This is an optimization exercise on Yosys and OpenROAD, whose aim is small area and a short achievable clock period, not a production implementation.
At most, simulation tests tie the RTL to the original design; equivalence was not proved.
Only the layout flow was run in run 4; the RTL was not checked for function there.
Power is estimated from default activity; no workload was simulated.

### flow/config.mk
export PLATFORM = sky130hd
export DESIGN_NAME = Apb3UartCtrl
export DESIGN_NICKNAME = Apb3UartCtrl
export VERILOG_FILES = /design/flow/design.v
export SDC_FILE = /design/flow/constraint.sdc
export NUM_CORES = 4
export LEC_CHECK = 0
export CAP_MARGIN = 20
export CORE_MARGIN = 2
export CORE_UTILIZATION = 40
export SLEW_MARGIN = 20
### flow/constraint.sdc
create_clock -name core_clock -period 10.0 [get_ports {io_axiClk}]
set_input_delay 2.0000 -clock core_clock [delete_from_list [all_inputs] [get_ports {io_axiClk}]]
set_output_delay 2.0000 -clock core_clock [all_outputs]
set_load 0.01 [all_outputs]
### flow/design.v
module Apb3UartCtrl (
  input      [4:0]    io_apb_PADDR,
  input      [0:0]    io_apb_PSEL,
  input               io_apb_PENABLE,
  output              io_apb_PREADY,
  input               io_apb_PWRITE,
  input      [31:0]   io_apb_PWDATA,
  output     [31:0]   io_apb_PRDATA,
  output              io_uart_txd,
  input               io_uart_rxd,
  output              io_interrupt,
  input               io_axiClk,
  input               resetCtrl_axiReset
);
  wire clk = io_axiClk;
  wire rst = resetCtrl_axiReset;
  localparam [2:0] S_IDLE = 3'd0, S_START = 3'd1, S_DATA = 3'd2,
                   S_PARITY = 3'd3, S_STOP = 3'd4;
  reg s_w0, s_w4, s_w8, s_wc, s_w10, s_r0, s_r4, s_r10;
  always @(posedge clk) begin
    s_w0  <=  io_apb_PWRITE & (io_apb_PADDR == 5'h00);
    s_w4  <=  io_apb_PWRITE & (io_apb_PADDR == 5'h04);
    s_w8  <=  io_apb_PWRITE & (io_apb_PADDR == 5'h08);
    s_wc  <=  io_apb_PWRITE & (io_apb_PADDR == 5'h0c);
    s_w10 <=  io_apb_PWRITE & (io_apb_PADDR == 5'h10);
    s_r0  <= !io_apb_PWRITE & (io_apb_PADDR == 5'h00);
    s_r4  <= !io_apb_PWRITE & (io_apb_PADDR == 5'h04);
    s_r10 <= !io_apb_PWRITE & (io_apb_PADDR == 5'h10);
  end
  wire acc  = io_apb_PSEL[0] & io_apb_PENABLE;
  wire wr0  = acc & s_w0;
  wire wr4  = acc & s_w4;
  wire wr8  = acc & s_w8;
  wire wrc  = acc & s_wc;
  wire wr10 = acc & s_w10;
  wire rd0  = acc & s_r0;
  reg [19:0] divider;
  reg        tie, rie;
  reg        readError, overflowError, breakDetected, doBreak;
  reg [2:0]  dataLength;
  reg [1:0]  parity;
  reg        stop2;
  reg        brk_prev;
  wire       brk;           
  wire       rx_error;
  wire       rx_overflow;
  always @(posedge clk or posedge rst) begin
    if (rst) begin
      divider       <= 20'h0;
      tie           <= 1'b0;
      rie           <= 1'b0;
      readError     <= 1'b0;
      overflowError <= 1'b0;
      breakDetected <= 1'b0;
      doBreak       <= 1'b0;
    end else begin
      if (wr8) divider <= io_apb_PWDATA[19:0];
      if (wr4) begin
        tie <= io_apb_PWDATA[0];
        rie <= io_apb_PWDATA[1];
      end
      if (rx_error) readError <= 1'b1;
      else if (wr10 & io_apb_PWDATA[0]) readError <= 1'b0;
      if (rx_overflow) overflowError <= 1'b1;
      else if (wr10 & io_apb_PWDATA[1]) overflowError <= 1'b0;
      if (wr10 & io_apb_PWDATA[9]) breakDetected <= 1'b0;
      else if (brk & !brk_prev) breakDetected <= 1'b1;
      if (wr10 & io_apb_PWDATA[11]) doBreak <= 1'b0;
      else if (wr10 & io_apb_PWDATA[10]) doBreak <= 1'b1;
    end
  end
  always @(posedge clk) begin
    brk_prev <= brk;
    if (wrc) begin
      dataLength <= io_apb_PWDATA[2:0];
      parity     <= io_apb_PWDATA[9:8];
      stop2      <= io_apb_PWDATA[16];
    end
  end
  reg [19:0] bcnt;
  reg        tick;
  always @(posedge clk or posedge rst) begin
    if (rst) begin
      bcnt <= 20'h0;
      tick <= 1'b1;
    end else if (tick) begin
      bcnt <= divider;
      tick <= (divider == 20'h0);
    end else begin
      bcnt <= bcnt - 20'h1;
      tick <= (bcnt == 20'h1);
    end
  end
  reg b0, b1;
  reg s1, s2, s3, s4;
  reg sval, stick;
  reg [6:0] bkcnt;
  reg brk_q;
  reg [2:0] rstate;
  reg rvalid;
  reg [2:0] btimer;
  reg [2:0] bcount;
  reg rpar;
  reg [7:0] shifter;
  assign brk = brk_q;
  wire s0 = b1;
  wire maj = (s0 & s1 & (s2 | s3 | s4)) | (s2 & s3 & (s0 | s1 | s4)) |
             (s4 & ((s0 & (s2 | s3)) | (s1 & (s2 | s3))));
  wire btick = stick & (btimer == 3'd0);
  wire rx_go = stick & !sval & !brk_q;
  wire rdlast = (bcount == dataLength);
  assign rx_error = btick & (((rstate == S_PARITY) & (rpar != sval)) |
                             ((rstate == S_STOP) & !sval));
  always @(posedge clk or posedge rst) begin
    if (rst) begin
      b0 <= 1'b0;
      b1 <= 1'b0;
      s1 <= 1'b1;
      s2 <= 1'b1;
      s3 <= 1'b1;
      s4 <= 1'b1;
      sval <= 1'b1;
      stick <= 1'b0;
      bkcnt <= 7'h0;
      brk_q <= 1'b0;
      rstate <= S_IDLE;
      rvalid <= 1'b0;
    end else begin
      b0 <= io_uart_rxd;
      b1 <= b0;
      if (tick) begin
        s1 <= s0;
        s2 <= s1;
        s3 <= s2;
        s4 <= s3;
      end
      sval <= maj;
      stick <= tick;
      if (sval) begin
        bkcnt <= 7'h0;
        brk_q <= 1'b0;
      end else if (tick & !brk_q) begin
        bkcnt <= bkcnt + 7'h1;
        brk_q <= (bkcnt == 7'd103);
      end
      rvalid <= 1'b0;
      case (rstate)
        S_IDLE: if (rx_go) rstate <= S_START;
        S_START: if (btick) rstate <= sval ? S_IDLE : S_DATA;
        S_DATA: if (btick & rdlast) begin
          if (parity == 2'b00) begin
            rstate <= S_STOP;
            rvalid <= 1'b1;
          end else begin
            rstate <= S_PARITY;
          end
        end
        S_PARITY: if (btick) begin
          if (rpar == sval) begin
            rstate <= S_STOP;
            rvalid <= 1'b1;
          end else begin
            rstate <= S_IDLE;
          end
        end
        default: if (btick) begin
          if (!sval) rstate <= S_IDLE;
          else if (bcount == {2'b00, stop2}) rstate <= S_IDLE;
        end
      endcase
    end
  end
  always @(posedge clk) begin
    if (stick) btimer <= btimer - 3'd1;
    if (btick) begin
      bcount <= bcount + 3'd1;
      rpar <= rpar ^ sval;
    end
    case (rstate)
      S_IDLE: if (rx_go) btimer <= 3'd2;
      S_START: if (btick) begin
        bcount <= 3'd0;
        rpar <= (parity == 2'b10);
      end
      S_DATA: if (btick) begin
        shifter[bcount] <= sval;
        if (rdlast) bcount <= 3'd0;
      end
      S_PARITY: if (btick) bcount <= 3'd0;
      default: ;
    endcase
  end
  reg [7:0] rram [0:15];
  reg [3:0] rpush, rpop;
  reg [4:0] rocc;
  reg       rzz, rv;
  reg [7:0] rout;
  wire rfull  = rocc[4];
  wire rempty = (rocc == 5'd0);
  wire rone   = (rocc == 5'd1);
  wire r15    = (rocc == 5'd15);
  wire r_push = rvalid & !rfull;
  wire r_pop  = rv & (rd0 | brk_q);
  assign rx_overflow = rvalid & rfull;
  wire [3:0] rpop1 = rpop + 4'd1;
  wire req0 = (rpush == rpop);
  wire req1 = (rpush == rpop1);
  wire rempty_n0 = rempty & !r_push;
  wire rfull_n0  = rfull | (r15 & r_push);
  wire rzz_n0    = req0;
  wire rv_n0     = !rempty_n0 & !(rzz_n0 & !rfull_n0);
  wire rempty_n1 = rone & !r_push;
  wire rzz_n1    = req1;
  wire rv_n1     = !rempty_n1 & !rzz_n1;    
  always @(posedge clk or posedge rst) begin
    if (rst) begin
      rpush <= 4'd0;
      rpop  <= 4'd0;
      rocc  <= 5'd0;
      rzz   <= 1'b0;
      rv    <= 1'b0;
    end else begin
      if (r_push) rpush <= rpush + 4'd1;
      if (r_pop) rpop <= rpop1;
      if (r_push & !r_pop) rocc <= rocc + 5'd1;
      else if (!r_push & r_pop) rocc <= rocc - 5'd1;
      rzz <= r_pop ? rzz_n1 : rzz_n0;
      rv  <= r_pop ? rv_n1 : rv_n0;
    end
  end
  always @(posedge clk) begin
    if (r_push) rram[rpush] <= shifter;
    if (r_push & (r_pop ? req1 : req0)) rout <= shifter;
    else if (r_pop) rout <= rram[rpop1];
  end
  reg [7:0] tram [0:15];
  reg [3:0] tpush, tpop;
  reg [4:0] tavail;
  reg       tzz, tv;
  reg [7:0] tout;
  wire tempty = tavail[4];
  wire tfull  = (tavail == 5'd0);
  wire tone   = (tavail == 5'd15);
  wire t15    = (tavail == 5'd1);
  wire tx_ready;
  wire t_push = wr0 & !tfull;
  wire t_pop  = tv & (tx_ready | brk_q);
  wire [3:0] tpopn = tpop + {3'd0, t_pop};
  wire tempty_n = t_pop ? (tone & !t_push) : (tempty & !t_push);
  wire tfull_n  = !t_pop & (tfull | (t15 & t_push));
  wire tzz_n    = (tpopn == tpush);
  always @(posedge clk or posedge rst) begin
    if (rst) begin
      tpush  <= 4'd0;
      tpop   <= 4'd0;
      tavail <= 5'd16;
      tzz    <= 1'b0;
      tv     <= 1'b0;
    end else begin
      if (t_push) tpush <= tpush + 4'd1;
      tpop <= tpopn;
      if (t_push & !t_pop) tavail <= tavail - 5'd1;
      else if (!t_push & t_pop) tavail <= tavail + 5'd1;
      tzz <= tzz_n;
      tv  <= !tempty_n & !(tzz_n & !tfull_n);
    end
  end
  always @(posedge clk) begin
    if (t_push) tram[tpush] <= io_apb_PWDATA[7:0];
    tout <= tram[tpopn];
  end
  reg [2:0] tdiv;
  reg [2:0] tstate;
  reg [2:0] tcnt;
  reg       tpar;
  reg       txd_q;
  wire tovf = tick & (tdiv == 3'd7);
  wire tdlast = (tcnt == dataLength);
  wire tx_in_valid = tv & !brk_q;
  reg  stxd;
  always @(*) begin
    case (tstate)
      S_START:  stxd = 1'b0;
      S_DATA:   stxd = tout[tcnt];
      S_PARITY: stxd = tpar;
      default:  stxd = 1'b1;
    endcase
  end
  assign tx_ready = doBreak | ((tstate == S_DATA) & tovf & tdlast);
  always @(posedge clk or posedge rst) begin
    if (rst) begin
      tdiv   <= 3'd0;
      tstate <= S_IDLE;
      txd_q  <= 1'b1;
    end else begin
      tdiv <= tdiv + {2'd0, tick};
      case (tstate)
        S_IDLE: if (tx_in_valid & tovf) tstate <= S_START;
        S_START: if (tovf) tstate <= S_DATA;
        S_DATA: if (tovf & tdlast) tstate <= (parity == 2'b00) ? S_STOP : S_PARITY;
        S_PARITY: if (tovf) tstate <= S_STOP;
        default: if (tovf & (tcnt == {2'b00, stop2}))
          tstate <= tx_in_valid ? S_START : S_IDLE;
      endcase
      txd_q <= stxd & !doBreak;
    end
  end
  always @(posedge clk) begin
    if (tovf) begin
      tcnt <= tcnt + 3'd1;
      tpar <= tpar ^ stxd;
    end
    case (tstate)
      S_START: if (tovf) begin
        tpar <= (parity == 2'b10);
        tcnt <= 3'd0;
      end
      S_DATA: if (tovf & tdlast) tcnt <= 3'd0;
      S_PARITY: if (tovf) tcnt <= 3'd0;
      default: ;
    endcase
  end
  wire rx_avail = rv & !brk_q;
  wire tx_int = tie & !tv;
  wire rx_int = rie & rx_avail;
  assign io_apb_PREADY = 1'b1;
  assign io_uart_txd = txd_q;
  assign io_interrupt = tx_int | rx_int;
  assign io_apb_PRDATA[0]     = (s_r0 & rout[0]) | (s_r4 & tie) | (s_r10 & readError);
  assign io_apb_PRDATA[1]     = (s_r0 & rout[1]) | (s_r4 & rie) | (s_r10 & overflowError);
  assign io_apb_PRDATA[7:2]   = {6{s_r0}} & rout[7:2];
  assign io_apb_PRDATA[8]     = (s_r4 & tx_int) | (s_r10 & brk_q);
  assign io_apb_PRDATA[9]     = (s_r4 & rx_int) | (s_r10 & breakDetected);
  assign io_apb_PRDATA[14:10] = 5'd0;
  assign io_apb_PRDATA[15]    = s_r4 & tv;
  assign io_apb_PRDATA[16]    = (s_r0 & rx_avail) | (s_r4 & tavail[0]);
  assign io_apb_PRDATA[20:17] = {4{s_r4}} & tavail[4:1];
  assign io_apb_PRDATA[23:21] = 3'd0;
  assign io_apb_PRDATA[28:24] = {5{s_r4}} & rocc;
  assign io_apb_PRDATA[31:29] = 3'd0;
endmodule
### flow/run.sh
#!/bin/bash
# synth_recipe.tcl (not shown) runs the flow's synth.tcl, then flattens the netlist and writes it again
# the make line also repeats each setting of config.mk as NAME=value (left out here)
make -C /OpenROAD-flow-scripts/flow DESIGN_CONFIG=/design/flow/config.mk WORK_HOME=/design/flow/orfs CLKGATE_MAP_FILE= SYNTH_SCRIPT=/design/flow/synth_recipe.tcl finish
==> impl_results.md, run 1 <==
- Status: no timing/DRC/antenna violations
- Async SR Flop Fraction: 25.0%
- Worst hold path type: flip-flop to flip-flop
- Synthesis warning total: 1
- WP buf/inv: 1
- Met1 WL: 15.6 mm
- Mapped Area: 17,400 sq um
- Detailed Route WL: 35.5 mm
- Routed vias/inst: 5.19
- Sw power: 0.816 mW
- Crit path from: brk_q
- Worst Hold Path EP: b1
- Die area: 45,300 sq um
- First-pass GRT wire length: 54.3 mm
- CP Class: flip-flop to output port
- FF-to-FF End: tout[4]
- IO Count: 78
- Number of synthesized flops with an enable pin: 278
- Worst-path clk slew: 60 ps
- Layout cells sized above 1: 16.7%
- Min-Delay Startpoint: b0
- Slew HR: 34.6%
- Critical path's top delay family: buffers and inverters
- Clock latency (worst-skew pair): 540 ps
- Post-CTS sizing: 0
- PwrDens: 184 nW/um^2
- Achievable Freq: 0.234 GHz
- Cell with the most instances after synthesis: edfxtp_1
- Antenna viol nets, final: 0
- Post-CTS setup repair buffer count: 0
- Cell Int Power: 2.85 mW
- Via Count: 9,448
- Critical Path End Type: output port
- Crit-path cells: nor2b_1, a32o_1, clkdlybuf4s50_1
- Buffers on Ports: 53
- Power share of the combinational group: 8.8%
- Vias in the first global route: 9,475
- GRT overflow: 0
- DRT iter0 DRCs: 536
- Static Leak: 6.84 nW
- Met3 WL: 1.40 mm
- H-Tree Depth: 2
- WL met2: 17.7 mm
- Clock buffer count from CTS: 42
- Sequential fraction of design power: 51.0%
- RSZ-0062 raised after global routing: false
- Arr. time, crit path: 2280 ps
- DR WL/cell: 19.5 um
- Peak supply drop: 0.000153 V
- Area share of the leading cell type in the synthesized netlist: 47.9%
- Max Slew Vio Count: 0
- Synthesis-to-layout area growth: 13.9%
- CTS root buf: clkbuf_16
- Clock share of power: 40.2%
- Total GRT Usage: 15.8%
- Inserted Diodes: 0
- CTS tree: yes
- Total Neg Setup Slack: 0 ps
- Final Skew: 20.1 ps
- Yosys reg bits: 408
- Synth top area cells: edfxtp_1, dfrtp_1, mux4_2, dfxtp_1, ha_1
- Design area: 19,900 sq um
- Most frequent cells after synthesis: edfxtp_1, dfrtp_1, nand2_1
- CTS Hold Buffers Added: 0
- Distinct cell type count after synthesis: 70
- Hold_ws: 348 ps
- CP required: 8000 ps
- Synthesized netlist cell count: 1,143
- Top cell type by total area after synthesis: edfxtp_1
- DRC viols: 0
- Crit Path Max Fanout: 10
- Initial antenna violation count: 0
- Clock Sinks: 408
- Prevailing post-synth register cell: edfxtp_1
- Fin crit period: 4280 ps
- Worst setup SP type: flip-flop
- Reg2reg setup slack: 6100 ps
- Initial Utilization: 40.5%
- Non-Filler Instances: 1,822
- Hold path depth: 0
- Final Setup Violations: 0
- CTS Buffer Depth: 3
- Sequential element share of the synthesized area: 65.8%
- NumNets Final: 1,284
- Num rows: 76
- Slowest CP cell: clkdlybuf4s50_1
- Sw Share: 22.3%
- Max cap viols: 0
- Critical Path Max Stage Delay: 590 ps
- Area after DPL: 18,600 sq um
- DR top layer: met4
- Fin crit share: 42.8%
- Worst slew pin tran: 974 ps
- RePlAce Congestion: 0.783
- Largest net degree at the start of global routing: 64
- Syn_area_per_cell: 15.3 sq um
- # placed instances: 1,745
- Number of failing hold endpoints at the final stage: 0
- 1st-pass router iterations: 4
- Die height: 213 um
- Reg-to-reg startpoint: tcnt[0]
- DP Wirelength: 22.7 mm
- Core area: 43,100 sq um
- Die X-Extent: 213 um
- R2R cell count: 10
flip-flops by register name, indices dropped and copies added (netlist names), 7 cells and up:
name     flops
bkcnt        7
rout         8
divider     20
rram       128
tout         8
shifter      8
bcnt        20
tram       128
area by class of cell:
| cell class | count | area (sq um) |
|---|---|---|
| fillers | 3755 | 23200 |
| clock buffers | 64 | 1180 |
| well taps | 585 | 732 |
| repair buffers | 68 | 643 |
| flip-flops and latches | 408 | 11500 |
| clock inverters | 13 | 101 |
| inverters | 32 | 123 |
| multi-input cells | 652 | 5600 |
per-layer routing:
layer | track usage, % | vias to the layer above
li1 | - | 4424
met1 | 21.0 | 4780
met2 | 27.1 | 194
met3 | 2.29 | 50
met4 | 4.44 | 0
met5 | 0 | -
cell families after synthesis:
kind of cell	share of synthesized area, %
flops	65.8
simple gates	8.22
compound gates	4.64
mux	12.7
buf+inv	2.35
xor+xnor	3.55
fa+ha+maj	2.71
other cells	0.0431
worst reg2reg max path, cell delays in order (launching register included):
cell and delay, ps:
dfxtp_1 520, xor2_1 220, nor3_1 100, a311oi_1 580
nor2_1 130, ha_2 350, buf_4 550, mux4_2 610
nor2b_1 160, a211oi_1 470, a21oi_1 80
how the worst max path moves through the flow:
| stage | end | slack (ps) | cells past startpoint |
|---|---|---|---|
| 6_report | io_apb_PRDATA[9] | 5720 | 3 |
| 5_1_grt | tram[7][4] | 5480 | 6 |
| 4_1_cts | io_apb_PRDATA[9] | 5680 | 3 |
| 3_5_place_dp | tram[7][1] | 5160 | 6 |
| 3_3_place_gp | tram[11][6] | 5180 | 6 |
| 2_1_floorplan | b0 | 5340 | 1 |
cells in the final DEF (no fill, tap or decap), drive strengths merged, types with 10 or more instances in the layout:
| cell | instances |
|---|---|
| nand3 | 11 |
| a211oi | 11 |
| clkbuf | 64 |
| buf | 15 |
| a21oi | 26 |
| nand2b | 11 |
| nand2 | 75 |
| clkdlybuf4s50 | 53 |
| nor2b | 15 |
| conb | 12 |
| edfxtp | 278 |
| mux2i | 14 |
| nor4 | 11 |
| inv | 34 |
| ha | 37 |
| dfrtp | 94 |
| mux2 | 38 |
| dfxtp | 28 |
| clkinv | 10 |
| o21ai | 41 |
| mux4 | 73 |
| nand4 | 10 |
| and3 | 11 |
| nor3 | 25 |
| nor2 | 71 |
| xnor2 | 38 |
| and2 | 17 |
| xor2 | 28 |
through the flow:
step	power (mW)	worst slack, ps	util (%)
after floorplan	2.14	5340	-
after global placement	2.23	5180	43.1
after detailed placement	2.23	5160	43.1
after CTS	3.70	5680	46.1
after global routing	3.80	5480	46.1
final	3.66	5720	46.1
power by group through the flow:
stage                     Sequential (mW)  Clock (mW)  Combinational [mW]
after floorplan                      1.89           0               0.254
after global placement               1.90           0               0.329
after detailed placement             1.90           0               0.329
after CTS                            1.87        1.50               0.330
after global routing                 1.87        1.57               0.353
final                                1.87        1.47               0.322
==> inputs of run 2 (changes only) <==
==> flow/flow/run.sh (new file) <==
#!/bin/bash
# Standard ORFS layout (standard synthesis unchanged), with the I/O port
# buffers made from plain buffers and repair_timing asked for extra setup
# margin. Each step's full output is in orfs/logs; make's own output in make.log.
set -euo pipefail
bash standard.sh \
  "BUFFER_PORTS_ARGS=-buffer_cell sky130_fd_sc_hd__buf_2" \
  "SETUP_SLACK_MARGIN=7" \
  "TNS_END_PERCENT=100" \
  finish > make.log 2>&1
==> flow/standard.sh (new file) <==
#!/bin/bash
# synth_recipe.tcl (not shown) runs the flow's synth.tcl, then flattens the netlist and writes it again
# the make line also repeats each setting of config.mk as NAME=value (left out here)
make -C /OpenROAD-flow-scripts/flow DESIGN_CONFIG=/design/flow/config.mk WORK_HOME=/design/flow/orfs CLKGATE_MAP_FILE= SYNTH_SCRIPT=/design/flow/synth_recipe.tcl "${@:-finish}"
removed: flow/run.sh
==> run 2 against run 1 <==
Effect of this change: synthesized cell count unchanged; total power increased by 3.5%; sequential power about the same; critical path depth unchanged; register-to-register slack improved by 970 ps; fmax increased by 20%; first-iteration DRC count increased by 31%; count of clock-buffer cells in the layout decreased by 8; largest cell class unchanged; largest power group unchanged; highest routed layer unchanged.
==> impl_results.md, run 2 <==
- Status: no timing/DRC/antenna violations
- DRC viols: 0 (unchanged)
- Yosys reg bits: 408 (unchanged)
- Achievable Freq: 0.282 GHz (+20%)
- Die X-Extent: 213 um (unchanged)
- H-Tree Depth: 2 (unchanged)
- Finished Core Util: 47.7% (+1.6 points)
- Peak supply drop: 0.000148 V (-3.1%)
- Critical path's top delay family: compound AO/OA/AOI/OAI gates
- Crit Path Max Fanout: 2 (-8)
- Sequential element share of the synthesized area: 65.8% (unchanged)
- FILL cells: 3,659 (-2.6%)
- Max Slew Vio Count: 0 (unchanged)
- FF-to-FF End: tout[5]
- CTS root buf: clkbuf_16
- Die area: 45,300 sq um (unchanged)
- Reg-to-reg startpoint: dataLength[1]
- 1st-pass router iterations: 5 (+1)
- Initial Utilization: 40.5% (unchanged)
- Synthesis warning total: 1 (unchanged)
- Final Skew: 20.1 ps (+0.0103 ps)
- Syn_area_per_cell: 15.3 sq um (unchanged)
- R2R cell count: 11 (+1)
- PwrDens: 184 nW/um^2 (about the same)
- RePlAce Congestion: 0.834 (+6.6%)
- Slack of the critical path: 6450 ps (+724 ps)
- Biggest regs: rram: 128 flops, tram: 128 flops
- CTS Buffer Depth: 3 (unchanged)
- Routed vias/inst: 5.14 (-0.87%)
- Synthesized netlist cell count: 1,143 (unchanged)
- Critical path depth: 3 (unchanged)
- Layout cells sized above 1: 28.8% (+12 points)
- Max cap viols: 0 (unchanged)
- Sequential fraction of design power: 49.3% (-1.7 points)
- Mapped Area: 17,400 sq um (unchanged)
- Non-Filler Instances: 1,847 (+1.4%)
- Fin crit share: 35.5% (-7.2 points)
- Clock latency (worst-skew pair): 560 ps (+20 ps)
- Num rows: 76 (unchanged)
- Antenna viol nets, final: 0 (unchanged)
- Slowest CP cell: a222oi_1
- Arr. time, crit path: 1550 ps (-730 ps)
- Hold_ws: 349 ps (+1.83 ps)
- First-pass GRT wire length: 54.9 mm (+0.99%)
- Slew HR: 42.7% (+8.1 points)
- Clock buffer count from CTS: 43 (+2.4%)
- Die height: 213 um (unchanged)
- NumNets Final: 1,312 (+2.2%)
- Critical Path End Type: output port
- Power share of the combinational group: 11.2% (+2.4 points)
- Number of synthesized flops with an enable pin: 278 (unchanged)
- # placed instances: 1,739 (-0.34%)
- WP buf/inv: 2 (+1)
- Synth top area cells: edfxtp_1, dfrtp_1, mux4_2, dfxtp_1, ha_1
- Worst slack, placed: 6130 ps (+973 ps)
- DRT iter0 DRCs: 703 (+31%)
- Critical Path Max Stage Delay: 400 ps (-190 ps)
- Fin crit period: 3550 ps (-724 ps)
- Worst setup SP type: flip-flop
- Detailed Route WL: 35.1 mm (-0.96%)
- Largest net degree at the start of global routing: 55 (-14%)
- Cell Int Power: 2.93 mW (+2.9%)
- Core area: 43,100 sq um (unchanged)
- CP required: 8000 ps (about the same)
- Most frequent cells in the layout: edfxtp_1, dfrtp_1, mux4_2, nand2_1, nor2_1
- Clock share of power: 39.5% (-0.7 points)
- CTS tree: yes
- Final Setup Violations: 0 (unchanged)
- Sw Share: 22.8% (+0.51 points)
- Total GRT Usage: 15.9% (+0.11 points)
- Top cell type by total area after synthesis: edfxtp_1
- CP Class: flip-flop to output port
- Worst hold path type: flip-flop to flip-flop
- Commonest non-fill, non-tap cell in the layout: edfxtp_1
- Most frequent cells after synthesis: edfxtp_1, dfrtp_1, nand2_1
- Distinct cell type count after synthesis: 70 (unchanged)
- IO Count: 78 (unchanged)
- Prevailing post-synth register cell: edfxtp_1
- Crit-path cells: a222oi_1, inv_1, buf_2
- Worst slew pin tran: 853 ps (-121 ps)
- Async SR Flop Fraction: 25.0% (unchanged)
- Buffers on Ports: 53 (unchanged)
- DR WL/cell: 19.0 um (-2.3%)
- GRT overflow: 0 (unchanged)
- Via Count: 9,494 (+0.49%)
- Clock Sinks: 408 (unchanged)
- CP endpoint: io_apb_PRDATA[1]
- Vias in the first global route: 9,542 (+0.71%)
- RSZ-0062 raised after global routing: true
- Worst-path clk slew: 50 ps (about the same)
- Inserted Diodes: 0 (unchanged)
- Crit path from: rie
- Sw power: 0.864 mW (+5.9%)
- DP Wirelength: 22.2 mm (-2.2%)
- Static Leak: 7.24 nW (+5.9%)
- Initial antenna violation count: 0 (unchanged)
- Synthesis-to-layout area growth: 17.9%
- Total Neg Setup Slack: 0 ps (unchanged)
- Reg2reg setup slack: 7070 ps (+970 ps)
- Cell with the most instances after synthesis: edfxtp_1
- Area share of the leading cell type in the synthesized netlist: 47.9% (unchanged)
- Number of failing hold endpoints at the final stage: 0 (unchanged)
run 2: cell counts after synthesis:
No cell type changed its count.
run 2: worst min path at each step:
stage	from	to	slack, ps	cells past startpoint
4_1_cts	b0	b1	350	0
6_report	b0	b1	350	0
3_3_place_gp	b0	b1	330	0
5_1_grt	b0	b1	370	0
3_5_place_dp	b0	b1	340	0
2_1_floorplan	b0	b1	330	0
run 2: cell type report:
| type | instances | area [sq um] | share of cell area [%] |
|---|---|---|---|
| clock buffer | 56 | 1140 | 5.57 |
| timing repair buffer | 95 | 848 | 4.13 |
| sequential | 408 | 11500 | 55.9 |
| multi-input combinational | 652 | 6040 | 29.4 |
| tap | 585 | 732 | 3.56 |
| clock inverter | 19 | 176 | 0.858 |
| inverter | 32 | 126 | 0.615 |
run 2: logic make-up (layout without fill, tap and decap cells):
logic type / count (synthesis) / in the layout / synth area share, %
DFF: 408 / 408 / 65.8
and+or+nand+nor: 285 / 285 / 8.22
AOI/OAI and AO/OA: 125 / 125 / 4.64
muxes: 125 / 125 / 12.7
buffers and inverters: 93 / 202 / 2.35
xor gates and xnor gates: 67 / 67 / 3.55
adders and majority gates: 38 / 38 / 2.71
other: 2 / 12 / 0.0431
run 2: stage by stage:
stage	area [sq um]	total power, mW
final	20600	3.79
after detailed placement	18500	2.24
after floorplan	17800	2.15
after CTS	20200	3.78
after global placement	18500	2.23
after global routing	20600	3.94
run 2: repair_timing:
item,in CTS,in global routing
hold buffers,0,0
setup buffers,14,15
cloned,2,2
setup endpoints to repair,143,115
pin swaps,9,7
gates resized for setup,54,32
run 2: layer usage:
metal,track usage (%),vias up,wire length [um]
met2,25.3,163,16500
met5,0,-,0
met4,4.90,0,601
met3,2.57,41,1270
li1,-,4474,-
met1,22.6,4816,16700
run 2: power by group through the flow:
| stage | sequential (mW) | clock, mW | combinational (mW) |
|---|---|---|---|
| after floorplan | 1.89 | 0 | 0.265 |
| after global placement | 1.90 | 0 | 0.331 |
| after detailed placement | 1.90 | 0 | 0.335 |
| after CTS | 1.87 | 1.54 | 0.378 |
| after global routing | 1.87 | 1.61 | 0.461 |
| final | 1.87 | 1.50 | 0.425 |
==> inputs of run 3 (changes only) <==
--- a/flow/flow/run.sh
+++ b/flow/flow/run.sh
@@ -5,6 +5,6 @@
 set -euo pipefail
 bash standard.sh \
   "BUFFER_PORTS_ARGS=-buffer_cell sky130_fd_sc_hd__buf_2" \
-  "SETUP_SLACK_MARGIN=7" \
+  "SETUP_SLACK_MARGIN=6" \
   "TNS_END_PERCENT=100" \
   finish > make.log 2>&1
==> run 3 against run 2 <==
Effect of this change: sequential power barely moved; global-route usage fell by 0.34 points; utilization fell by 2.1 points; die area did not move; hold slack improved by 19 ps; non-clock buffer count fell by 30; area after synthesis did not move; design area fell by 4.3%; wire length fell by 2.0%; largest cell class unchanged; largest power group unchanged; highest routed layer unchanged.
==> impl_results.md, run 3 <==
- Antenna viol nets, final: 0 (unchanged)
- Fin crit period: 3880 ps (+325 ps)
- Inserted Diodes: 0 (unchanged)
- Number of synthesized flops with an enable pin: 278 (unchanged)
- Clock latency (worst-skew pair): 530 ps (-30 ps)
- Total Neg Setup Slack: 0 ps (unchanged)
- Area share of the leading cell type in the synthesized netlist: 47.9% (unchanged)
- Distinct cell type count after synthesis: 70 (unchanged)
- Arr. time, crit path: 4030 ps (+2480 ps)
- Most frequent cells in the layout: edfxtp_1, dfrtp_1, nand2_1, mux4_2, nor2_1
- Final Setup Violations: 0 (unchanged)
- Vias in the first global route: 9,521 (-0.22%)
- Die height: 213 um (unchanged)
- Via Count: 9,454 (-0.42%)
- DR WL/cell: 19.0 um (-0.33%)
- CP required: 10,160 ps (+2160 ps)
- GRT overflow: 0 (unchanged)
- NumNets Final: 1,280 (-2.4%)
- Largest family of logic cells by synthesized area: multiplexers
- Critical Path End Type: flip-flop
- Reg-to-reg startpoint: tick
- Die X-Extent: 213 um (unchanged)
- Peak supply drop: 0.000104 V (-30%)
- Worst slew pin tran: 1020 ps (+167 ps)
- Core area: 43,100 sq um (unchanged)
- Async SR Flop Fraction: 25.0% (unchanged)
- Largest net degree at the start of global routing: 66 (+20%)
- PwrDens: 190 nW/um^2 (+2.9%)
- Multiplexer share of the synthesized area: 12.7% (unchanged)
- Min-Delay Startpoint: b0
- Die area: 45,300 sq um (unchanged)
- Sequential element share of the synthesized area: 65.8% (unchanged)
- 1st-pass router iterations: 5 (unchanged)
- Top cell type by total area after synthesis: edfxtp_1
- Biggest regs: rram: 128 flops, tram: 128 flops
- Worst hold path type: flip-flop to flip-flop
- Simple-Gate Fraction of Synth Area: 8.22% (unchanged)
- Fin crit share: 38.8% (+3.3 points)
- Synthesis-to-layout area growth: 12.9%
- FF-to-FF End: tout[3]
- Achievable Freq: 0.258 GHz (-8.4%)
- RSZ-0062 raised after global routing: true
- Synth top area cells: edfxtp_1, dfrtp_1, mux4_2, dfxtp_1, ha_1
- Number of failing hold endpoints at the final stage: 0 (unchanged)
- Worst-path clk slew: 60 ps (about the same)
- # placed instances: 1,742 (+0.17%)
- CTS tree: yes
- Reg2reg setup slack: 6460 ps (-610 ps)
- Clock buffer count from CTS: 41 (-4.7%)
- Adder-Cell Fraction of Synth Area: 2.71% (unchanged)
- Crit Path Max Fanout: 10 (+8)
- Synthesized netlist cell count: 1,143 (unchanged)
- Layout cells sized above 1: 21.5% (-7.2 points)
- Final Skew: 16.7 ps (-3.42 ps)
- Synthesis warning total: 1 (unchanged)
- XOR/XNOR Fraction of Synth Area: 3.55% (unchanged)
- Worst Hold Path EP: b1
- Initial Utilization: 40.5% (unchanged)
- H-Tree Depth: 2 (unchanged)
- Routed vias/inst: 5.21 (+1.3%)
- Total GRT Usage: 15.6% (-0.34 points)
- Initial antenna violation count: 0 (unchanged)
- Most frequent cells after synthesis: edfxtp_1, dfrtp_1, nand2_1
- DRC viols: 0 (unchanged)
- Worst setup SP type: input port
- CTS Buffer Depth: 3 (unchanged)
- R2R cell count: 10 (-1)
- Max Slew Vio Count: 0 (unchanged)
- Clock Sinks: 408 (unchanged)
- Non-Filler Instances: 1,816 (-1.7%)
- Syn_area_per_cell: 15.3 sq um (unchanged)
- Commonest non-fill, non-tap cell in the layout: edfxtp_1
- Post-CTS setup repair buffer count: 0 (-14)
- Mapped Area: 17,400 sq um (unchanged)
- Compound-Gate Fraction of Synth Area: 4.64% (unchanged)
- RePlAce Congestion: 0.775 (-7.1%)
- DRT iter0 DRCs: 588 (-16%)
- IO Count: 78 (unchanged)
- DP Wirelength: 22.1 mm (-0.48%)
- Cell with the most instances after synthesis: edfxtp_1
- Prevailing post-synth register cell: edfxtp_1
- Yosys reg bits: 408 (unchanged)
- Max cap viols: 0 (unchanged)
- Buffers on Ports: 53 (unchanged)
- Status: no timing/DRC/antenna violations
- CTS root buf: clkbuf_16
- Slew HR: 31.8% (-11 points)
- First-pass GRT wire length: 53.9 mm (-1.7%)
- Static Leak: 6.91 nW (-4.6%)
- Num rows: 76 (unchanged)
- CP Class: input port to flip-flop
- Hold path depth: 0 (unchanged)
- Detailed Route WL: 34.4 mm (-2.0%)
run 3: worst max-delay path by stage:
stage	slack [ps]	endpoint	depth (start not counted)	from
6_report	6120	tram[11][4]	6	io_apb_PSEL[0]
5_1_grt	5950	tram[15][0]	6	io_apb_PSEL[0]
4_1_cts	6050	io_apb_PRDATA[9]	3	brk_q
3_5_place_dp	5640	tram[7][4]	6	io_apb_PSEL[0]
3_3_place_gp	5630	tram[7][7]	6	io_apb_PSEL[0]
2_1_floorplan	6150	tram[3][0]	5	io_apb_PSEL[0]
run 3: critical path, stage by stage:
cell and delay (ps):
buf_2 100, and2_1 190, nand2_1 90, nor2_1 540, nand2_1 380, nor2_1 740
run 3: repair_timing:
| item | in CTS | in global routing |
|---|---|---|
| hold buffers | 0 | 0 |
| gates resized for setup | 1 | 6 |
| endpoints found under the setup margin | 2 | 49 |
run 3: layout make-up:
class | count | area (sq um)
Fill cell | 3759 | 23400
Inverter | 32 | 124
Tap cell | 585 | 732
Multi-Input combinational cell | 652 | 5630
Timing Repair Buffer | 65 | 359
Sequential cell | 408 | 11500
Clock buffer | 55 | 1110
Clock inverter | 19 | 244
run 3: logic make-up after synthesis:
group,after synthesis
AO/OA/AOI/OAI,125
XOR/XNOR,67
adder cells (fa/ha/maj),38
buffers and inverters,93
flip-flops,408
multiplexers,125
other,2
AND/OR/NAND/NOR,285
run 3: report_power, final:
part / switching [mW] / internal [mW] / total (mW)
Sequential: 0.0327 / 1.83 / 1.87
Clock: 0.619 / 0.933 / 1.55
Combinational: 0.156 / 0.160 / 0.316
run 3: metal layers:
| metal | global-route usage, % | vias to the layer above | share of wire, % |
|---|---|---|---|
| li1 | - | 4411 | - |
| met1 | 21.2 | 4793 | 45 |
| met2 | 25.9 | 187 | 48 |
| met3 | 2.44 | 63 | 4.3 |
| met4 | 4.63 | 0 | 2.5 |
| met5 | 0 | - | 0 |
run 3: through the flow:
step / total power [mW] / worst slack (ps) / hold WS (ps) / area (sq um) / util, %
2_1_floorplan: 2.14 / 6150 / 331 / 17500 / -
3_3_place_gp: 2.22 / 5630 / 363 / 18300 / 42.5
3_5_place_dp: 2.22 / 5640 / 358 / 18300 / 42.5
4_1_cts: 3.78 / 6050 / 372 / 19700 / 45.6
5_1_grt: 3.88 / 5950 / 381 / 19700 / 45.7
6_report: 3.73 / 6120 / 369 / 19700 / 45.7
==> inputs of run 4 (changes only) <==
--- a/flow/design.v
+++ b/flow/design.v
@@ -212,6 +212,7 @@
   wire rempty_n1 = rone & !r_push;
   wire rzz_n1    = req1;
   wire rv_n1     = !rempty_n1 & !rzz_n1;    
+  wire rv_n      = r_pop ? rv_n1 : rv_n0;
   always @(posedge clk or posedge rst) begin
     if (rst) begin
       rpush <= 4'd0;
@@ -225,7 +226,7 @@
       if (r_push & !r_pop) rocc <= rocc + 5'd1;
       else if (!r_push & r_pop) rocc <= rocc - 5'd1;
       rzz <= r_pop ? rzz_n1 : rzz_n0;
-      rv  <= r_pop ? rv_n1 : rv_n0;
+      rv  <= rv_n;
     end
   end
   always @(posedge clk) begin
@@ -249,6 +250,7 @@
   wire tempty_n = t_pop ? (tone & !t_push) : (tempty & !t_push);
   wire tfull_n  = !t_pop & (tfull | (t15 & t_push));
   wire tzz_n    = (tpopn == tpush);
+  wire tv_n     = !tempty_n & !(tzz_n & !tfull_n);
   always @(posedge clk or posedge rst) begin
     if (rst) begin
       tpush  <= 4'd0;
@@ -262,11 +264,14 @@
       if (t_push & !t_pop) tavail <= tavail - 5'd1;
       else if (!t_push & t_pop) tavail <= tavail + 5'd1;
       tzz <= tzz_n;
-      tv  <= !tempty_n & !(tzz_n & !tfull_n);
+      tv  <= tv_n;
     end
   end
+  wire [15:0] tslot = (16'd1 << tpush) & {16{s_w0 & !tfull}};
+  integer k;
   always @(posedge clk) begin
-    if (t_push) tram[tpush] <= io_apb_PWDATA[7:0];
+    for (k = 0; k < 16; k = k + 1)
+      if (acc & tslot[k]) tram[k] <= io_apb_PWDATA[7:0];
     tout <= tram[tpopn];
   end
   reg [2:0] tdiv;
@@ -274,6 +279,7 @@
   reg [2:0] tcnt;
   reg       tpar;
   reg       txd_q;
+  reg       tdl;           
   wire tovf = tick & (tdiv == 3'd7);
   wire tdlast = (tcnt == dataLength);
   wire tx_in_valid = tv & !brk_q;
@@ -286,56 +292,87 @@
       default:  stxd = 1'b1;
     endcase
   end
-  assign tx_ready = doBreak | ((tstate == S_DATA) & tovf & tdlast);
+  assign tx_ready = doBreak | (tdl & tovf);
+  reg [2:0] tstate_n;
+  reg [2:0] tcnt_n;
+  always @(*) begin
+    tstate_n = tstate;
+    tcnt_n = tovf ? tcnt + 3'd1 : tcnt;
+    case (tstate)
+      S_IDLE: if (tx_in_valid & tovf) tstate_n = S_START;
+      S_START: if (tovf) begin
+        tstate_n = S_DATA;
+        tcnt_n = 3'd0;
+      end
+      S_DATA: if (tovf & tdlast) begin
+        tstate_n = (parity == 2'b00) ? S_STOP : S_PARITY;
+        tcnt_n = 3'd0;
+      end
+      S_PARITY: if (tovf) begin
+        tstate_n = S_STOP;
+        tcnt_n = 3'd0;
+      end
+      default: if (tovf & (tcnt == {2'b00, stop2}))
+        tstate_n = tx_in_valid ? S_START : S_IDLE;
+    endcase
+  end
+  wire [2:0] dataLength_n = wrc ? io_apb_PWDATA[2:0] : dataLength;
   always @(posedge clk or posedge rst) begin
     if (rst) begin
       tdiv   <= 3'd0;
       tstate <= S_IDLE;
       txd_q  <= 1'b1;
+      tdl    <= 1'b0;
     end else begin
       tdiv <= tdiv + {2'd0, tick};
-      case (tstate)
-        S_IDLE: if (tx_in_valid & tovf) tstate <= S_START;
-        S_START: if (tovf) tstate <= S_DATA;
-        S_DATA: if (tovf & tdlast) tstate <= (parity == 2'b00) ? S_STOP : S_PARITY;
-        S_PARITY: if (tovf) tstate <= S_STOP;
-        default: if (tovf & (tcnt == {2'b00, stop2}))
-          tstate <= tx_in_valid ? S_START : S_IDLE;
-      endcase
+      tstate <= tstate_n;
+      tdl <= (tstate_n == S_DATA) & (tcnt_n == dataLength_n);
       txd_q <= stxd & !doBreak;
     end
   end
   always @(posedge clk) begin
-    if (tovf) begin
-      tcnt <= tcnt + 3'd1;
-      tpar <= tpar ^ stxd;
-    end
-    case (tstate)
-      S_START: if (tovf) begin
-        tpar <= (parity == 2'b10);
-        tcnt <= 3'd0;
-      end
-      S_DATA: if (tovf & tdlast) tcnt <= 3'd0;
-      S_PARITY: if (tovf) tcnt <= 3'd0;
-      default: ;
-    endcase
+    tcnt <= tcnt_n;
+    if (tovf) tpar <= tpar ^ stxd;
+    if ((tstate == S_START) & tovf) tpar <= (parity == 2'b10);
+  end
+  wire       r_pop_na   = rv & brk_q;
+  wire       rv_na      = r_pop_na ? rv_n1 : rv_n0;
+  wire [7:0] rout_na    = (r_push & (r_pop_na ? req1 : req0)) ? shifter :
+                          r_pop_na ? rram[rpop1] : rout;
+  wire [4:0] rocc_na    = (r_push & !r_pop_na) ? rocc + 5'd1 :
+                          (!r_push & r_pop_na) ? rocc - 5'd1 : rocc;
+  wire       tempty_na  = t_pop ? tone : tempty;
+  wire       tfull_na   = !t_pop & tfull;
+  wire       tv_na      = !tempty_na & !(tzz_n & !tfull_na);
+  wire [4:0] tavail_na  = tavail + {4'd0, t_pop};
+  wire       brk_na     = !sval & (brk_q | (tick & (bkcnt == 7'd103)));
+  wire       rerr_na    = readError | rx_error;
+  wire       rovf_na    = overflowError | rx_overflow;
+  wire       bdet_na    = breakDetected | (brk_q & !brk_prev);
+  wire a0  = (io_apb_PADDR == 5'h00);
+  wire a4  = (io_apb_PADDR == 5'h04);
+  wire a10 = (io_apb_PADDR == 5'h10);
+  reg [28:0] prdata;
+  always @(posedge clk) begin
+    prdata[0]     <= (a0 & rout_na[0]) | (a4 & tie) | (a10 & rerr_na);
+    prdata[1]     <= (a0 & rout_na[1]) | (a4 & rie) | (a10 & rovf_na);
+    prdata[7:2]   <= {6{a0}} & rout_na[7:2];
+    prdata[8]     <= (a4 & tie & !tv_na) | (a10 & brk_na);
+    prdata[9]     <= (a4 & rie & rv_na & !brk_na) | (a10 & bdet_na);
+    prdata[15]    <= a4 & tv_na;
+    prdata[16]    <= (a0 & rv_na & !brk_na) | (a4 & tavail_na[0]);
+    prdata[20:17] <= {4{a4}} & tavail_na[4:1];
+    prdata[28:24] <= {5{a4}} & rocc_na;
+  end
+  reg irq;
+  wire tie_n = wr4 ? io_apb_PWDATA[0] : tie;
+  wire rie_n = wr4 ? io_apb_PWDATA[1] : rie;
+  always @(posedge clk or posedge rst) begin
+    if (rst) irq <= 1'b0;
+    else irq <= (tie_n & !tv_n) | (rie_n & rv_n & !brk_na);
   end
-  wire rx_avail = rv & !brk_q;
-  wire tx_int = tie & !tv;
-  wire rx_int = rie & rx_avail;
   assign io_apb_PREADY = 1'b1;
   assign io_uart_txd = txd_q;
-  assign io_interrupt = tx_int | rx_int;
-  assign io_apb_PRDATA[0]     = (s_r0 & rout[0]) | (s_r4 & tie) | (s_r10 & readError);
-  assign io_apb_PRDATA[1]     = (s_r0 & rout[1]) | (s_r4 & rie) | (s_r10 & overflowError);
-  assign io_apb_PRDATA[7:2]   = {6{s_r0}} & rout[7:2];
-  assign io_apb_PRDATA[8]     = (s_r4 & tx_int) | (s_r10 & brk_q);
-  assign io_apb_PRDATA[9]     = (s_r4 & rx_int) | (s_r10 & breakDetected);
-  assign io_apb_PRDATA[14:10] = 5'd0;
-  assign io_apb_PRDATA[15]    = s_r4 & tv;
-  assign io_apb_PRDATA[16]    = (s_r0 & rx_avail) | (s_r4 & tavail[0]);
-  assign io_apb_PRDATA[20:17] = {4{s_r4}} & tavail[4:1];
-  assign io_apb_PRDATA[23:21] = 3'd0;
-  assign io_apb_PRDATA[28:24] = {5{s_r4}} & rocc;
-  assign io_apb_PRDATA[31:29] = 3'd0;
+  assign io_interrupt = irq;
+  assign io_apb_PRDATA = {3'd0, prdata[28:24], 3'd0, prdata[20:15], 5'd0, prdata[9:0]};
 endmodule
--- a/flow/flow/run.sh
+++ b/flow/flow/run.sh
@@ -5,6 +5,6 @@
 set -euo pipefail
 bash standard.sh \
   "BUFFER_PORTS_ARGS=-buffer_cell sky130_fd_sc_hd__buf_2" \
-  "SETUP_SLACK_MARGIN=6" \
+  "SETUP_SLACK_MARGIN=7" \
   "TNS_END_PERCENT=100" \
   finish > make.log 2>&1
==> run 4 against run 3 <==
Effect of this change: still clean; area after synthesis increased by 13%; non-clock buffer count increased by 50; clock power increased by 12%; synthesized cell count increased by 34%; sequential cell count increased by 21; sequential share of layout area decreased by 7.2 points; via count increased by 37%; first-iteration DRC count increased by 140%; final cell count increased by 28%; critical path depth increased by 7; total power increased by 14%.
==> impl_results.md, run 4 <==
- Tot Pwr: 4.26 mW (+14%)
- Slew HR: 23.0% (-8.8 points)
- DRC viols: 0 (unchanged)
- Non-Filler Instances: 2,321 (+28%)
- Die X-Extent: 226 um (+6.2%)
- Largest net degree at the start of global routing: 61 (-7.6%)
- Most frequent cells in the layout: edfxtp_1, nand2_1, dfrtp_1, nor2_1
- Crit Path Max Fanout: 6 (-4)
- DRT iter0 DRCs: 1,423 (+140%)
- DP Wirelength: 31.8 mm (+44%)
- Clock latency (worst-skew pair): 580 ps (+50 ps)
- First-pass GRT wire length: 77.6 mm (+44%)
- Fin crit period: 3260 ps (-617 ps)
- Via Count: 12,972 (+37%)
- Die height: 226 um (+6.2%)
- Synthesis-to-layout area growth: 18.0%
- Synthesized netlist cell count: 1,534 (+34%)
- Buffers on Ports: 53 (unchanged)
- Routed vias/inst: 5.59 (+7.4%)
- IO Count: 78 (unchanged)
- Num rows: 81 (+6.6%)
- Worst hold path type: flip-flop to flip-flop
- Final Setup Violations: 0 (unchanged)
- 1st-pass router iterations: 5 (unchanged)
- CTS Hold Buffers Added: 0 (unchanged)
- Area share of the leading cell type in the synthesized netlist: 42.0% (-5.8 points)
- NumNets Final: 1,703 (+33%)
- R2R cell count: 13 (+3)
- Worst slew pin tran: 1150 ps (+134 ps)
- Cell with the most instances after synthesis: edfxtp_1
- Syn_area_per_cell: 12.9 sq um (-16%)
- Worst-path clk slew: 60 ps (about the same)
- Synth top area cells: edfxtp_1, dfrtp_1, dfxtp_1, mux4_2, mux2_2
- Most frequent cells after synthesis: edfxtp_1, nand2_1, nor2_1
- CP required: 10,460 ps (+300 ps)
- DR WL/cell: 22.0 um (+16%)
- Initial antenna violation count: 0 (unchanged)
- Number of synthesized flops with an enable pin: 276 (-0.72%)
- RePlAce Congestion: 0.907 (+17%)
- GRT overflow: 0 (unchanged)
- Achievable Freq: 0.307 GHz (+19%)
- Peak supply drop: 0.000121 V (+16%)
- Worst setup SP type: flip-flop
- H-Tree Depth: 2 (unchanged)
- Static Leak: 8.17 nW (+18%)
- Hold path depth: 0 (unchanged)
- Synthesis warning total: 2 (+1)
- Commonest non-fill, non-tap cell in the layout: edfxtp_1
- Inserted Diodes: 0 (unchanged)
- PwrDens: 183 nW/um^2 (-3.5%)
- Mapped Area: 19,700 sq um (+13%)
- Yosys reg bits: 429 (+5.1%)
- Area after DPL: 20,800 sq um (+14%)
- Detailed Route WL: 51.0 mm (+48%)
- Max cap viols: 0 (unchanged)
- Clock buffer count from CTS: 47 (+15%)
- Async SR Flop Fraction: 24.2% (-0.76 points)
- CTS Buffer Depth: 3 (unchanged)
- Layout cells sized above 1: 24.1% (+2.6 points)
- Fin crit share: 32.6% (-6.2 points)
- # placed instances: 2,184 (+25%)
- Max Slew Vio Count: 0 (unchanged)
- Total Neg Setup Slack: 0 ps (unchanged)
- CP Class: flip-flop to flip-flop
- Arr. time, crit path: 3720 ps (-310 ps)
- Sequential element share of the synthesized area: 60.3% (-5.5 points)
- CTS root buf: clkbuf_16
- Status: no timing/DRC/antenna violations
- Antenna viol nets, final: 0 (unchanged)
- Initial Utilization: 40.4% (about the same)
- Biggest regs: rram: 128 flops, tram: 128 flops, prdata: 21 flops
- Prevailing post-synth register cell: edfxtp_1
- Core area: 48,700 sq um (+13%)
- Number of failing hold endpoints at the final stage: 0 (unchanged)
- Total GRT Usage: 20.2% (+4.6 points)
- RSZ-0062 raised after global routing: true
- Die area: 51,100 sq um (+13%)
- Clock Sinks: 429 (+5.1%)
- Critical Path End Type: flip-flop
- Design area: 23,300 sq um (+18%)
- Distinct cell type count after synthesis: 92 (+31%)
- Top cell type by total area after synthesis: edfxtp_1
- Final Skew: 22.9 ps (+6.23 ps)
- CTS tree: yes
- Vias in the first global route: 12,780 (+34%)
## run 4: changes by cell type after synthesis, sizes merged, moves of 11 or more
cell / change
nor4: +11
mux2: +16
nand2: +38
dfxtp: +21
a21oi: +30
nor2: +37
mux4: -37
mux2i: +29
xnor2: +12
nand3: +36
a31oi: +11
inv: +11
buf: +25
nand4: +15
## run 4: path summary, 6_finish.rpt
check,from,to,slack [ps]
max,tdiv[1],tout[7],6740
min,b0,b1,350
max reg2reg,tdiv[1],tout[7],6740
min reg2reg,b0,b1,350
max in group asynchronous,resetCtrl_axiReset,rpop[0],7500
min in group asynchronous,resetCtrl_axiReset,divider[9],1390
## run 4: worst max-delay path, stage by stage, from the launching register on
cell and delay, ps:
dfrtp_1 380, nand4_1 180, clkinv_2 100, a211o_1 340
and2_4 180, ha_4 160, ha_4 190, buf_12 140
buf_12 130, mux2_4 290, a32o_1 260, or4_4 510
nor4_2 160, a21oi_1 110
## run 4: final cells by class
type                            count  area (sq um)
Clock inverter                     15           176
Clock buffer                       72          1360
Multi-Input combinational cell    982          7810
Timing Repair Buffer              115          1030
Fill cell                        4261         25500
Sequential cell                   429         11900
Inverter                           44           176
Tap cell                          664           831
## run 4: cell families (layout without fill, tap and decap cells)
group	count (synthesis)	in the layout	synth area share (%)
AOI/OAI and AO/OA	243	243	8.43
xor gates and xnor gates	78	78	3.65
adders and majority gates	42	42	2.65
buffers and inverters	133	246	3.26
DFF	429	429	60.3
muxes	133	133	9.42
other	2	12	0.0381
and+or+nand+nor	474	474	12.3
## run 4: per-layer routing
| metal | track usage (%) | up-vias | part of all wire, % |
|---|---|---|---|
| met4 | 5.68 | 0 | 2.1 |
| li1 | - | 5900 | - |
| met5 | 0 | - | 0 |
| met3 | 3.89 | 83 | 7.5 |
| met1 | 29.8 | 6476 | 46 |
| met2 | 30.1 | 513 | 44 |
## run 4: report_power, final
| group | switching (mW) | internal [mW] | total, mW |
|---|---|---|---|
| clock network | 0.713 | 1.02 | 1.73 |
| logic | 0.319 | 0.239 | 0.557 |
| registers | 0.0499 | 1.92 | 1.97 |
## run 4: stage by stage
step	worst slack [ps]	utilization, %	hold WS (ps)
2_1_floorplan	6660	-	331
3_3_place_gp	5660	42.6	341
3_5_place_dp	5580	42.6	336
4_1_cts	6710	47.2	349
5_1_grt	6650	47.7	356
6_report	6740	47.7	349
## run 4: timing repair
action                                  in CTS  in global routing
gates resized for setup                     62                 22
gates cloned                                 0                  0
pin swaps                                   29                 13
setup buffers                               38                 11
endpoints found under the setup margin     173                 75
==> inputs of run 5 (changes only) <==
--- a/flow/design.v
+++ b/flow/design.v
@@ -78,17 +78,16 @@
     end
   end
   reg [19:0] bcnt;
-  reg        tick;
+  reg        tick_n;        
+  wire       tick = !tick_n;
+  wire       tick_nx = tick ? (divider == 20'h0) : (bcnt == 20'h1);
   always @(posedge clk or posedge rst) begin
     if (rst) begin
       bcnt <= 20'h0;
-      tick <= 1'b1;
-    end else if (tick) begin
-      bcnt <= divider;
-      tick <= (divider == 20'h0);
+      tick_n <= 1'b0;
     end else begin
-      bcnt <= bcnt - 20'h1;
-      tick <= (bcnt == 20'h1);
+      bcnt <= tick ? divider : bcnt - 20'h1;
+      tick_n <= !tick_nx;
     end
   end
   reg b0, b1;
@@ -103,6 +102,7 @@
   reg rpar;
   reg [7:0] shifter;
   assign brk = brk_q;
+  wire   brk_na = !sval & (brk_q | (tick & (bkcnt == 7'd103)));    
   wire s0 = b1;
   wire maj = (s0 & s1 & (s2 | s3 | s4)) | (s2 & s3 & (s0 | s1 | s4)) |
              (s4 & ((s0 & (s2 | s3)) | (s1 & (s2 | s3))));
@@ -203,6 +203,7 @@
   wire r_pop  = rv & (rd0 | brk_q);
   assign rx_overflow = rvalid & rfull;
   wire [3:0] rpop1 = rpop + 4'd1;
+  wire [7:0] rhead1 = rram[rpop1];
   wire req0 = (rpush == rpop);
   wire req1 = (rpush == rpop1);
   wire rempty_n0 = rempty & !r_push;
@@ -232,7 +233,7 @@
   always @(posedge clk) begin
     if (r_push) rram[rpush] <= shifter;
     if (r_push & (r_pop ? req1 : req0)) rout <= shifter;
-    else if (r_pop) rout <= rram[rpop1];
+    else if (r_pop) rout <= rhead1;
   end
   reg [7:0] tram [0:15];
   reg [3:0] tpush, tpop;
@@ -243,10 +244,12 @@
   wire tfull  = (tavail == 5'd0);
   wire tone   = (tavail == 5'd15);
   wire t15    = (tavail == 5'd1);
-  wire tx_ready;
-  wire t_push = wr0 & !tfull;
-  wire t_pop  = tv & (tx_ready | brk_q);
-  wire [3:0] tpopn = tpop + {3'd0, t_pop};
+  wire t_pre = s_w0 & !tfull;
+  wire t_push = acc & t_pre;
+  reg  tpr;                  
+  wire t_pop  = tv & tpr;
+  wire [3:0] tpop1 = tpop + 4'd1;
+  wire [3:0] tpopn = t_pop ? tpop1 : tpop;
   wire tempty_n = t_pop ? (tone & !t_push) : (tempty & !t_push);
   wire tfull_n  = !t_pop & (tfull | (t15 & t_push));
   wire tzz_n    = (tpopn == tpush);
@@ -267,20 +270,17 @@
       tv  <= tv_n;
     end
   end
-  wire [15:0] tslot = (16'd1 << tpush) & {16{s_w0 & !tfull}};
-  integer k;
   always @(posedge clk) begin
-    for (k = 0; k < 16; k = k + 1)
-      if (acc & tslot[k]) tram[k] <= io_apb_PWDATA[7:0];
+    if (t_push) tram[tpush] <= io_apb_PWDATA[7:0];
     tout <= tram[tpopn];
   end
   reg [2:0] tdiv;
   reg [2:0] tstate;
   reg [2:0] tcnt;
   reg       tpar;
-  reg       txd_q;
+  reg       txd_n;         
   reg       tdl;           
-  wire tovf = tick & (tdiv == 3'd7);
+  reg  tovf;                
   wire tdlast = (tcnt == dataLength);
   wire tx_in_valid = tv & !brk_q;
   reg  stxd;
@@ -292,7 +292,6 @@
       default:  stxd = 1'b1;
     endcase
   end
-  assign tx_ready = doBreak | (tdl & tovf);
   reg [2:0] tstate_n;
   reg [2:0] tcnt_n;
   always @(*) begin
@@ -317,17 +316,26 @@
     endcase
   end
   wire [2:0] dataLength_n = wrc ? io_apb_PWDATA[2:0] : dataLength;
+  wire [2:0] tdiv_n = tdiv + {2'd0, tick};
+  wire       tovf_n = tick_nx & (tdiv_n == 3'd7);
+  wire       tdl_n  = (tstate_n == S_DATA) & (tcnt_n == dataLength_n);
+  wire       doBreak_n = (wr10 & io_apb_PWDATA[11]) ? 1'b0 :
+                         (wr10 & io_apb_PWDATA[10]) ? 1'b1 : doBreak;
   always @(posedge clk or posedge rst) begin
     if (rst) begin
       tdiv   <= 3'd0;
       tstate <= S_IDLE;
-      txd_q  <= 1'b1;
+      txd_n  <= 1'b0;
       tdl    <= 1'b0;
+      tovf   <= 1'b0;
+      tpr    <= 1'b0;
     end else begin
-      tdiv <= tdiv + {2'd0, tick};
+      tdiv <= tdiv_n;
       tstate <= tstate_n;
-      tdl <= (tstate_n == S_DATA) & (tcnt_n == dataLength_n);
-      txd_q <= stxd & !doBreak;
+      tdl <= tdl_n;
+      tovf <= tovf_n;
+      tpr <= doBreak_n | brk_na | (tdl_n & tovf_n);
+      txd_n <= !(stxd & !doBreak);
     end
   end
   always @(posedge clk) begin
@@ -338,14 +346,13 @@
   wire       r_pop_na   = rv & brk_q;
   wire       rv_na      = r_pop_na ? rv_n1 : rv_n0;
   wire [7:0] rout_na    = (r_push & (r_pop_na ? req1 : req0)) ? shifter :
-                          r_pop_na ? rram[rpop1] : rout;
+                          r_pop_na ? rhead1 : rout;
   wire [4:0] rocc_na    = (r_push & !r_pop_na) ? rocc + 5'd1 :
                           (!r_push & r_pop_na) ? rocc - 5'd1 : rocc;
   wire       tempty_na  = t_pop ? tone : tempty;
   wire       tfull_na   = !t_pop & tfull;
   wire       tv_na      = !tempty_na & !(tzz_n & !tfull_na);
   wire [4:0] tavail_na  = tavail + {4'd0, t_pop};
-  wire       brk_na     = !sval & (brk_q | (tick & (bkcnt == 7'd103)));
   wire       rerr_na    = readError | rx_error;
   wire       rovf_na    = overflowError | rx_overflow;
   wire       bdet_na    = breakDetected | (brk_q & !brk_prev);
@@ -372,7 +379,7 @@
     else irq <= (tie_n & !tv_n) | (rie_n & rv_n & !brk_na);
   end
   assign io_apb_PREADY = 1'b1;
-  assign io_uart_txd = txd_q;
+  assign io_uart_txd = !txd_n;
   assign io_interrupt = irq;
   assign io_apb_PRDATA = {3'd0, prdata[28:24], 3'd0, prdata[20:15], 5'd0, prdata[9:0]};
 endmodule
--- a/flow/flow/run.sh
+++ b/flow/flow/run.sh
@@ -5,6 +5,6 @@
 set -euo pipefail
 bash standard.sh \
   "BUFFER_PORTS_ARGS=-buffer_cell sky130_fd_sc_hd__buf_2" \
-  "SETUP_SLACK_MARGIN=7" \
+  "SETUP_SLACK_MARGIN=6.5" \
   "TNS_END_PERCENT=100" \
   finish > make.log 2>&1
==> run 5 against run 4 <==
Effect of this change: still clean; clock skew increased by 1.7 ps; critical path depth decreased by 7; utilization decreased by 2.0 points; die area decreased by 6.4%; register-to-register slack improved by 220 ps; wire length decreased by 24%; clock power decreased by 5%; non-clock buffer count decreased by 54; fmax decreased by 2.5%; design area decreased by 11%.
==> impl_results.md, run 5 <==
- Status: no timing/DRC/antenna violations
- Worst-path clk slew: 60 ps (about the same)
- Sw power: 1.21 mW (+12%)
- Non-Filler Instances: 1,964 (-15%)
- Die X-Extent: 219 um (-3.3%)
- Compound-Gate Fraction of Synth Area: 5.66% (-2.8 points)
- 1st-pass router iterations: 5 (unchanged)
- Max cap viols: 0 (unchanged)
- Fin crit share: 33.4% (+0.82 points)
- CTS Hold Buffers Added: 0 (unchanged)
- # placed instances: 1,881 (-14%)
- Async SR Flop Fraction: 24.4% (+0.18 points)
- CTS Buffer Depth: 3 (unchanged)
- Buffers on Ports: 53 (unchanged)
- Cell with the most instances after synthesis: edfxtp_1
- Slew HR: 31.1% (+8.1 points)
- Number of failing hold endpoints at the final stage: 0 (unchanged)
- Clock Sinks: 430 (+0.23%)
- Synthesis-to-layout area growth: 12.7%
- Post-CTS setup repair buffer count: 0 (-100%)
- Routed vias/inst: 5.32 (-4.9%)
- Antenna viol nets, final: 0 (unchanged)
- Die height: 219 um (-3.3%)
- Crit Path Max Fanout: 11 (+5)
- Distinct cell type count after synthesis: 78 (-15%)
- Clock latency (worst-skew pair): 590 ps (about the same)
- Area occupied by multi-input gates: 6160 sq um (-21%)
- Sequential element share of the synthesized area: 64.6% (+4.4 points)
- Worst hold path type: flip-flop to flip-flop
- Synthesis warning total: 1 (-1)
- Biggest regs: rram: 128 flops, tram: 128 flops, prdata: 21 flops
- Power share of the combinational group: 15.2% (+2.1 points)
- Largest family of logic cells by synthesized area: multiplexers
- CP required: 10,250 ps (-210 ps)
- Final Setup Violations: 0 (unchanged)
- Area share of the leading cell type in the synthesized netlist: 45.0% (+2.9 points)
- Synthesized netlist cell count: 1,274 (-17%)
- Final Skew: 24.6 ps (+1.69 ps)
- Worst setup SP type: input port
- Sw Share: 26.6% (+1.2 points)
- Max Slew Vio Count: 0 (unchanged)
- IO Count: 78 (unchanged)
- RSZ-0062 raised after global routing: true
- Via Count: 10,443 (-19%)
- Simple-Gate Fraction of Synth Area: 9.43% (-2.9 points)
- DR WL/cell: 19.6 um (-11%)
- Initial Utilization: 40.6% (+0.15 points)
- Prevailing post-synth register cell: edfxtp_1
- Arr. time, crit path: 3590 ps (-130 ps)
- First-pass GRT wire length: 59.9 mm (-23%)
- Multiplexer share of the synthesized area: 11.1% (+1.7 points)
- Largest net degree at the start of global routing: 67 (+9.8%)
- Number of synthesized flops with an enable pin: 276 (unchanged)
- Layout cells sized above 1: 20.8% (-3.3 points)
- NumNets Final: 1,408 (-17%)
- CP Class: input port to flip-flop
- Cell Int Power: 3.33 mW (+4.6%)
- H-Tree Depth: 2 (unchanged)
- Static Leak: 7.73 nW (-5.4%)
- PwrDens: 218 nW/um^2 (+19%)
- Syn_area_per_cell: 14.5 sq um (+13%)
- Vias in the first global route: 10,309 (-19%)
- Peak supply drop: 0.000135 V (+12%)
- Worst slew pin tran: 1030 ps (-123 ps)
- Synth top area cells: edfxtp_1, dfrtp_1, mux4_2, dfxtp_1, mux2_2
- FF/Latch Area: 11,900 sq um (+0.12%)
- Initial antenna violation count: 0 (unchanged)
- GRT overflow: 0 (unchanged)
- Top cell type by total area after synthesis: edfxtp_1
- CTS tree: yes
- XOR/XNOR Fraction of Synth Area: 3.86% (+0.21 points)
- Total GRT Usage: 16.3% (-3.9 points)
- Critical Path End Type: flip-flop
- Die area: 47,800 sq um (-6.4%)
- Mapped Area: 18,400 sq um (-6.6%)
- Core area: 45,400 sq um (-6.9%)
- DRT iter0 DRCs: 884 (-38%)
- Fin crit period: 3340 ps (+82.2 ps)
- Detailed Route WL: 38.5 mm (-24%)
- CTS root buf: clkbuf_16
- Sequential fraction of design power: 48.3% (+2.0 points)
- Most frequent cells in the layout: edfxtp_1, nand2_1, dfrtp_1, nor2_1, mux4_2
- DP Wirelength: 24.9 mm (-22%)
- FILL cells: 4,019 (-5.7%)
- DRC viols: 0 (unchanged)
- Achievable Freq: 0.299 GHz (-2.5%)
- Num rows: 78 (-3.7%)
- Most frequent cells after synthesis: edfxtp_1, nand2_1, dfrtp_1
- RePlAce Congestion: 0.792 (-13%)
- Commonest non-fill, non-tap cell in the layout: edfxtp_1
- Clock share of power: 36.5% (-4.1 points)
- Adder-Cell Fraction of Synth Area: 2.64% (-0.018 points)
- Total Neg Setup Slack: 0 ps (unchanged)
- Yosys reg bits: 430 (+0.23%)
- Clock buffer count from CTS: 44 (-6.4%)
run 5: changes by cell type in the layout (fill, tap and decap cells not counted), moves of 12 or more:
cell and delta:
mux2i_1 -34, mux4_2 +31, nand3_1 -31, buf_4 -28, buf_12 -16, nor2b_1 -16
and2_2 +15, a22oi_1 +14, buf_6 -14, nor2_1 -14, nand4_1 -12
run 5: cells by family (layout without fill, tap and decap cells):
kind of cell	Yosys count	count (layout)
AOI/OAI and AO/OA	161	161
xor gates and xnor gates	76	76
adders and majority gates	39	39
buffers and inverters	105	184
DFF	430	430
muxes	117	117
other	2	13
and+or+nand+nor	344	344
run 5: routing by layer:
layer | GRT usage (%) | vias to the layer above | wire (um)
met5 | 0 | - | 0
met4 | 5.15 | 0 | 850
met3 | 2.55 | 59 | 1890
met2 | 24.6 | 257 | 17600
met1 | 24.1 | 5283 | 18200
li1 | - | 4844 | -
run 5: power groups by stage:
| stage | clock (mW) | combinational (mW) | sequential, mW |
|---|---|---|---|
| floorplan | 0 | 0.594 | 2.15 |
| global route | 1.77 | 0.774 | 2.21 |
| detailed placement | 0 | 0.693 | 2.22 |
| finish | 1.65 | 0.691 | 2.19 |
| CTS | 1.70 | 0.699 | 2.19 |
| global placement | 0 | 0.685 | 2.21 |
run 5: final cells by class:
| class | instances | area share, % |
|---|---|---|
| Timing Repair Buffer | 61 | 1.57 |
| Inverter | 41 | 0.759 |
| Tap cell | 600 | 3.62 |
| Sequential cell | 430 | 57.3 |
| Clock buffer | 65 | 6.12 |
| Antenna cell | 1 | 0.0121 |
| Clock inverter | 17 | 0.922 |
| Multi-Input combinational cell | 749 | 29.7 |
run 5: metrics by stage:
step	utilization [%]	cell area [sq um]	setup WS (ps)	power [mW]	hold WS, ps
final	45.8	20800	6660	4.53	353
after global routing	45.7	20800	6490	4.75	379
after CTS	45.7	20700	6510	4.58	354
after detailed placement	42.4	19200	5440	2.91	339
after global placement	42.4	19200	5520	2.90	339
after floorplan	-	18500	6520	2.74	331
run 5: critical path, cell delays in order:
cell and delay [ps]:
buf_2 120, and2_1 240, nand2_1 100, a21oi_2 380
nor3b_4 380, and2_2 370
run 5: final timing paths:
check                                        start          end  slack [ps]  cells after the start
worst min register to register                  b0           b1         350                      0
max in group asynchronous       resetCtrl_axiReset    tavail[0]        7020                      3
worst min-delay path                            b0           b1         350                      0
min in group asynchronous       resetCtrl_axiReset  divider[17]        1590                      2
worst max-delay path                io_apb_PSEL[0]   tram[1][4]        6660                      6
worst max register to register             rpop[0]      rout[1]        6960                      6
run 5: timing repair:
item / in CTS / in global routing
gates resized for setup: 5 / 15
endpoints found under the hold margin: 0 / 0
gates cloned: 0 / 0
setup endpoints to repair: 136 / 124

==> port drivers added, routing unchanged <==
No port has a modelled driver above. Below, the same layouts with a new extraction and two added sets of constraints.
Step 1: set_driving_cell puts a clkbuf_16 on io_axiClk and a buf_2 on each other input, an assumption about the parent block.
Step 2 also shifts input and output timing later by t, the mid clock arrival at the registers, as if the neighbouring blocks saw the same clock.
Three values: ideal, step 1, step 2; two values: the first two.
run | t (ns) | setup slack, ns
run 1 | 0.585 | 5.724 / 5.673 / 5.171
run 2 | 0.609 | 6.448 / 6.394 / 6.432
run 3 | 0.579 | 6.123 / 6.074 / 5.573
run 4 | 0.630 | 6.739 / 6.694 / 6.449
run 5 | 0.633 | 6.657 / 6.686 / 6.053
After both steps every run listed still meets setup and hold.
